This design comes from an exercise in tuning for a short achievable clock period and few clock cycles on the open sky130 flow, not from production work.
Where RTL was checked, it was by simulation tests only, not by an equivalence proof against the original.
No activity file was given, so power comes from the tool's default toggle rates.

==> v2: inputs <==
Design cpu, start of the top module:
module cpu (
  input  logic        clk,
  input  logic        reset,
  output logic [31:0] imem_addr,
  input  logic [31:0] imem_rdata,
  output logic [31:0] dmem_addr,
  output logic [31:0] dmem_wdata,
  output logic [3:0]  dmem_wstrb,
  input  logic [31:0] dmem_rdata
);
export LEC_CHECK = 0
export ABC_CLOCK_PERIOD_IN_PS = 2500
export CAP_MARGIN = 20
export CORE_MARGIN = 2
export CORE_UTILIZATION = 40
export SLEW_MARGIN = 20
export TNS_END_PERCENT = 100
create_clock -name core_clock -period 12.0 [get_ports {clk}]
standard.sh (not shown) runs the stock make flow with config.mk's settings and CLKGATE_MAP_FILE= SYNTH_SCRIPT=/design/flow/synth_recipe.tcl, a recipe that flattens the netlist after the stock synthesis.
==> flow/flow/run.sh <==
#!/bin/bash
# Standard layout, with timing repair aimed well below the 12 ns constraint:
# the repair steps treat any path with less than SETUP_SLACK_MARGIN ns of slack
# as failing, so they size and buffer the design for a shorter period.
set -euo pipefail
bash standard.sh SETUP_SLACK_MARGIN=7.6 finish > standard.log 2>&1
==> v32 (differences from v2) <==
--- a/flow/design.v
+++ b/flow/design.v
@@ -21,17 +21,17 @@
 `timescale 1ns/1ps
 module ks_add #(parameter int W = 32) (
   input  logic [W-1:0] a,
   input  logic [W-1:0] b,
   input  logic         cin,
   output logic [W-1:0] s,
   output logic         cout
 );
-  localparam int L = 5;              
+  localparam int L = $clog2(W);
   logic [W-1:0] p, g;
   logic [W-1:0] gl [0:L];
   logic [W-1:0] pl [0:L];
   always_comb begin
     p = a ^ b;
     g = a & b;
     gl[0] = g;
     pl[0] = p;
@@ -456,24 +456,23 @@
                | ({32{op_and_e}}  & (a_e & b_e))
                | ({32{op_sll_e}}  & sll_e)
                | ({32{op_srl_e}}  & srl_e)
                | ({32{op_sra_e}}  & sra_e)
                | ({32{link_e}}    & lnk_e);
   logic agu_c;
   ks_add #(32) u_agu (.a(a_e), .b(imm_e), .cin(1'b0), .s(agu_e), .cout(agu_c));
   logic [31:0] ax_e, ao_e;
-  logic        addz_e, eqz_e, ezero_e;
-  assign ax_e   = a_e ^ b_e;
-  assign ao_e   = a_e | b_e;
-  assign addz_e = !ax_e[0] && (ax_e[31:1] == ao_e[30:0]);
-  assign eqz_e  = (ax_e == 32'h0);
-  assign ezero_e = (op_add_e & addz_e)
-                 | ((op_sub_e | op_xor_e) & eqz_e)
-                 | (op_or_e  & (ao_e == 32'h0))
+  logic        addz_e, ezero_e;
+  assign ax_e   = a_e ^ bx_e;
+  assign ao_e   = a_e | bx_e;
+  assign addz_e = (ax_e[0] == sub_e) && (ax_e[31:1] == ao_e[30:0]);
+  assign ezero_e = ((op_add_e | op_sub_e) & addz_e)
+                 | (op_xor_e & (a_e == b_e))
+                 | (op_or_e  & ((a_e | b_e) == 32'h0))
                  | (op_and_e & ((a_e & b_e) == 32'h0))
                  | (link_e   & (lnk_e == 32'h0));
   logic [31:0] jh_e, jc_e;
   logic        jok_e;
   always_comb begin
     jh_e = a_e ^ imm_e ^ tgt_e;
     jc_e[0] = 1'b0;
     jc_e[1] = a_e[0] & imm_e[0];
@@ -557,34 +556,35 @@
   assign a_next  = ({32{sa_e}} & alu_e) | ({32{sa_m}} & m_val) | ({32{sa_pc}} & pc_f) | ({32{sa_rf}} & rf1);
   assign b_next  = ({32{sb_e}} & alu_e) | ({32{sb_m}} & m_val) | ({32{sb_imm}} & imm_b_sel) | ({32{sb_rf}} & rf2);
   assign r2_next = ({32{s2_e}} & alu_e) | ({32{s2_m}} & m_val) | ({32{s2_rf}} & rf2);
   logic [31:0] zn, okn;
   always_comb begin
     zn  = {zf, 1'b1};
     okn = '1;
     for (int i = 1; i < 32; i++) begin
-      if (wr_m && rd_m == 5'(i)) begin
+      if (v_e && wr_e && rd_e == 5'(i)) begin
+        zn[i]  = ezero_e;
+        okn[i] = ez_ok_e;
+      end else if (wr_m && rd_m == 5'(i)) begin
         zn[i]  = zres_m;
         okn[i] = zok_m;
       end
     end
   end
-  logic        zx, okx, same, anyz, early, early_t, hist_t, jfol;
-  logic [4:0]  rsx;
+  logic        z1, z2, ok1, ok2, same, early, early_t, hist_t, jfol;
   logic [31:0] jtgt;
-  assign rsx  = rs1 | rs2;
-  logic fex;
-  assign fex  = v_e && wr_e && rd_e == rsx;
-  assign zx   = fex ? ezero_e : zn[rsx];
-  assign okx  = fex ? ez_ok_e : okn[rsx];
+  assign z1   = zn[rs1];
+  assign z2   = zn[rs2];
+  assign ok1  = okn[rs1];
+  assign ok2  = okn[rs2];
   assign same = rs1 == rs2;
-  assign anyz = (rs1 == 5'd0) || (rs2 == 5'd0);
-  assign early = is_br && f3[2:1] == 2'b00 && (same || (anyz && okx));
-  assign early_t = f3[0] ^ (same || zx);
+  assign early = is_br && f3[2:1] == 2'b00 &&
+                 (same || (rs2 == 5'd0 && ok1) || (rs1 == 5'd0 && ok2));
+  assign early_t = f3[0] ^ (same || (rs2 == 5'd0 ? z1 : z2));
   assign hidx    = pc_f[HI+1:2];
   assign hist_t  = bh_v[hidx] ? bh_t[hidx] : ins[31];
   assign pred_t  = early ? early_t : hist_t;
   assign jfol = is_jalr && fe1 && up_e;
   logic [13:0] bt_lo;
   logic [21:0] jt_lo;
   logic [12:0] rt_lo;
   logic [31:13] pc_hi_p, pc_hi_m;
==> flow/flow/run.sh (replaced) <==
#!/bin/bash
# Standard layout, with timing repair aimed well below the 12 ns constraint:
# the repair steps treat any path with less than SETUP_SLACK_MARGIN ns of slack
# as failing, so they size and buffer the design for a shorter period.
set -euo pipefail
bash standard.sh SETUP_SLACK_MARGIN=8.5 finish > standard.log 2>&1
TNS_END_PERCENT = 5   (was 100)
==> v21 (differences from v2) <==
--- a/flow/design.v
+++ b/flow/design.v
@@ -456,24 +456,23 @@
                | ({32{op_and_e}}  & (a_e & b_e))
                | ({32{op_sll_e}}  & sll_e)
                | ({32{op_srl_e}}  & srl_e)
                | ({32{op_sra_e}}  & sra_e)
                | ({32{link_e}}    & lnk_e);
   logic agu_c;
   ks_add #(32) u_agu (.a(a_e), .b(imm_e), .cin(1'b0), .s(agu_e), .cout(agu_c));
   logic [31:0] ax_e, ao_e;
-  logic        addz_e, eqz_e, ezero_e;
-  assign ax_e   = a_e ^ b_e;
-  assign ao_e   = a_e | b_e;
-  assign addz_e = !ax_e[0] && (ax_e[31:1] == ao_e[30:0]);
-  assign eqz_e  = (ax_e == 32'h0);
-  assign ezero_e = (op_add_e & addz_e)
-                 | ((op_sub_e | op_xor_e) & eqz_e)
-                 | (op_or_e  & (ao_e == 32'h0))
+  logic        addz_e, ezero_e;
+  assign ax_e   = a_e ^ bx_e;
+  assign ao_e   = a_e | bx_e;
+  assign addz_e = (ax_e[0] == sub_e) && (ax_e[31:1] == ao_e[30:0]);
+  assign ezero_e = ((op_add_e | op_sub_e) & addz_e)
+                 | (op_xor_e & (a_e == b_e))
+                 | (op_or_e  & ((a_e | b_e) == 32'h0))
                  | (op_and_e & ((a_e & b_e) == 32'h0))
                  | (link_e   & (lnk_e == 32'h0));
   logic [31:0] jh_e, jc_e;
   logic        jok_e;
   always_comb begin
     jh_e = a_e ^ imm_e ^ tgt_e;
     jc_e[0] = 1'b0;
     jc_e[1] = a_e[0] & imm_e[0];
@@ -557,34 +556,35 @@
   assign a_next  = ({32{sa_e}} & alu_e) | ({32{sa_m}} & m_val) | ({32{sa_pc}} & pc_f) | ({32{sa_rf}} & rf1);
   assign b_next  = ({32{sb_e}} & alu_e) | ({32{sb_m}} & m_val) | ({32{sb_imm}} & imm_b_sel) | ({32{sb_rf}} & rf2);
   assign r2_next = ({32{s2_e}} & alu_e) | ({32{s2_m}} & m_val) | ({32{s2_rf}} & rf2);
   logic [31:0] zn, okn;
   always_comb begin
     zn  = {zf, 1'b1};
     okn = '1;
     for (int i = 1; i < 32; i++) begin
-      if (wr_m && rd_m == 5'(i)) begin
+      if (v_e && wr_e && rd_e == 5'(i)) begin
+        zn[i]  = ezero_e;
+        okn[i] = ez_ok_e;
+      end else if (wr_m && rd_m == 5'(i)) begin
         zn[i]  = zres_m;
         okn[i] = zok_m;
       end
     end
   end
-  logic        zx, okx, same, anyz, early, early_t, hist_t, jfol;
-  logic [4:0]  rsx;
+  logic        z1, z2, ok1, ok2, same, early, early_t, hist_t, jfol;
   logic [31:0] jtgt;
-  assign rsx  = rs1 | rs2;
-  logic fex;
-  assign fex  = v_e && wr_e && rd_e == rsx;
-  assign zx   = fex ? ezero_e : zn[rsx];
-  assign okx  = fex ? ez_ok_e : okn[rsx];
+  assign z1   = zn[rs1];
+  assign z2   = zn[rs2];
+  assign ok1  = okn[rs1];
+  assign ok2  = okn[rs2];
   assign same = rs1 == rs2;
-  assign anyz = (rs1 == 5'd0) || (rs2 == 5'd0);
-  assign early = is_br && f3[2:1] == 2'b00 && (same || (anyz && okx));
-  assign early_t = f3[0] ^ (same || zx);
+  assign early = is_br && f3[2:1] == 2'b00 &&
+                 (same || (rs2 == 5'd0 && ok1) || (rs1 == 5'd0 && ok2));
+  assign early_t = f3[0] ^ (same || (rs2 == 5'd0 ? z1 : z2));
   assign hidx    = pc_f[HI+1:2];
   assign hist_t  = bh_v[hidx] ? bh_t[hidx] : ins[31];
   assign pred_t  = early ? early_t : hist_t;
   assign jfol = is_jalr && fe1 && up_e;
   logic [13:0] bt_lo;
   logic [21:0] jt_lo;
   logic [12:0] rt_lo;
   logic [31:13] pc_hi_p, pc_hi_m;
==> flow/flow/run.sh (replaced) <==
#!/bin/bash
# Standard layout, with timing repair aimed well below the 12 ns constraint:
# the repair steps treat any path with less than SETUP_SLACK_MARGIN ns of slack
# as failing, so they size and buffer the design for a shorter period.
set -euo pipefail
bash standard.sh SETUP_SLACK_MARGIN=8.5 finish > standard.log 2>&1
TNS_END_PERCENT = 5   (was 100)
==> run summary <==
Resized Gates After CTS: v21 640; v2 578; v32 640
Net switching share of the total power: v21 30.6%; v2 29.9%; v32 30.6%
Tap cells: v21 3043; v2 3009; v32 3043
Launch point of the worst reg-to-reg path: v21 op_slt_e; v2 b_e[4]; v32 op_slt_e
DR WL/cell: v21 36.1 um; v2 35.7 um; v32 36.1 um
Upper clock frequency limit: v21 202 MHz; v2 201 MHz; v32 202 MHz
Share of power burned in registers: v21 41.5%; v2 42.6%; v32 41.5%
Wire length after detailed routing: v21 429000 um; v2 409000 um; v32 429000 um
Final core utilization: v21 48.5%; v2 48.2%; v32 48.5%
Final setup skew: v21 0.0856 ns; v2 0.0888 ns; v32 0.0856 ns
First-pass GRT wire length: v21 589000 um; v2 563000 um; v32 589000 um
Top cell type's share of synthesized area: v21 35.1%; v2 35.9%; v32 35.1%
Die Footprint: v21 0.237 mm^2; v2 0.231 mm^2; v32 0.237 mm^2
Number of ordinary inverters in the final layout: v21 348; v2 318; v32 348
Number of library cell types mapped by synthesis: v21 97; v2 92; v32 97
Area fraction of clock buffers and clock inverters: v21 5.17%; v2 5.25%; v32 5.17%
Antenna violations before repair: v21 34; v2 28; v32 34
Gate count of the mapped netlist: v21 8426; v2 8108; v32 8426
Register share of the cell area: v21 37.8%; v2 38.9%; v32 37.8%
Proportion of synthesized chip area in sequential cells: v21 45.6%; v2 46.6%; v32 45.6%
Clock share of power: v21 36.8%; v2 37.4%; v32 36.8%
Post-Route M1 WL: v21 155000 um; v2 141000 um; v32 155000 um
Outcome: v21 timing/DRC/antenna clean; v2 timing/DRC/antenna clean; v32 timing/DRC/antenna clean
Reported leakage power: v21 40.9 nW; v2 39.0 nW; v32 40.9 nW
Testbench counts of v21, summed over its fixed seeds: cycles 52,919.
For v2 and v32, only the layout was checked, not whether the RTL still works.

separate check: timing with driven ports:
No port has a modelled driver above. Below, the same layouts with a new extraction and two added sets of constraints.
Step 1 (the two cells are an assumption about what drives the block):
set clk [get_ports {clk}]
set_driving_cell -lib_cell sky130_fd_sc_hd__clkbuf_16 $clk
set_driving_cell -lib_cell sky130_fd_sc_hd__buf_2 [delete_from_list [all_inputs] $clk]
Step 2 also shifts input and output timing later by t, the mid clock arrival at the registers, as if the neighbouring blocks saw the same clock.
Slacks: ideal ports / drivers / drivers and shift; pairs: ideal ports / drivers.
run | t, ns | setup WS [ns] | clock arrival spread, ns | worst register clock-pin slew, ns | pins driven straight from the clock port
v2 | 0.955 | 7.018 / 6.957 / 6.002 | 0.095 / 0.094 | 0.08 / 0.08 | 1
v32 | 0.947 | 7.038 / 6.733 / 5.786 | 0.087 / 0.086 | 0.07 / 0.07 | 1
v21 | 0.947 | 7.038 / 6.733 / 5.786 | 0.087 / 0.086 | 0.07 / 0.07 | 1
After both steps setup and hold are still met in every run listed.
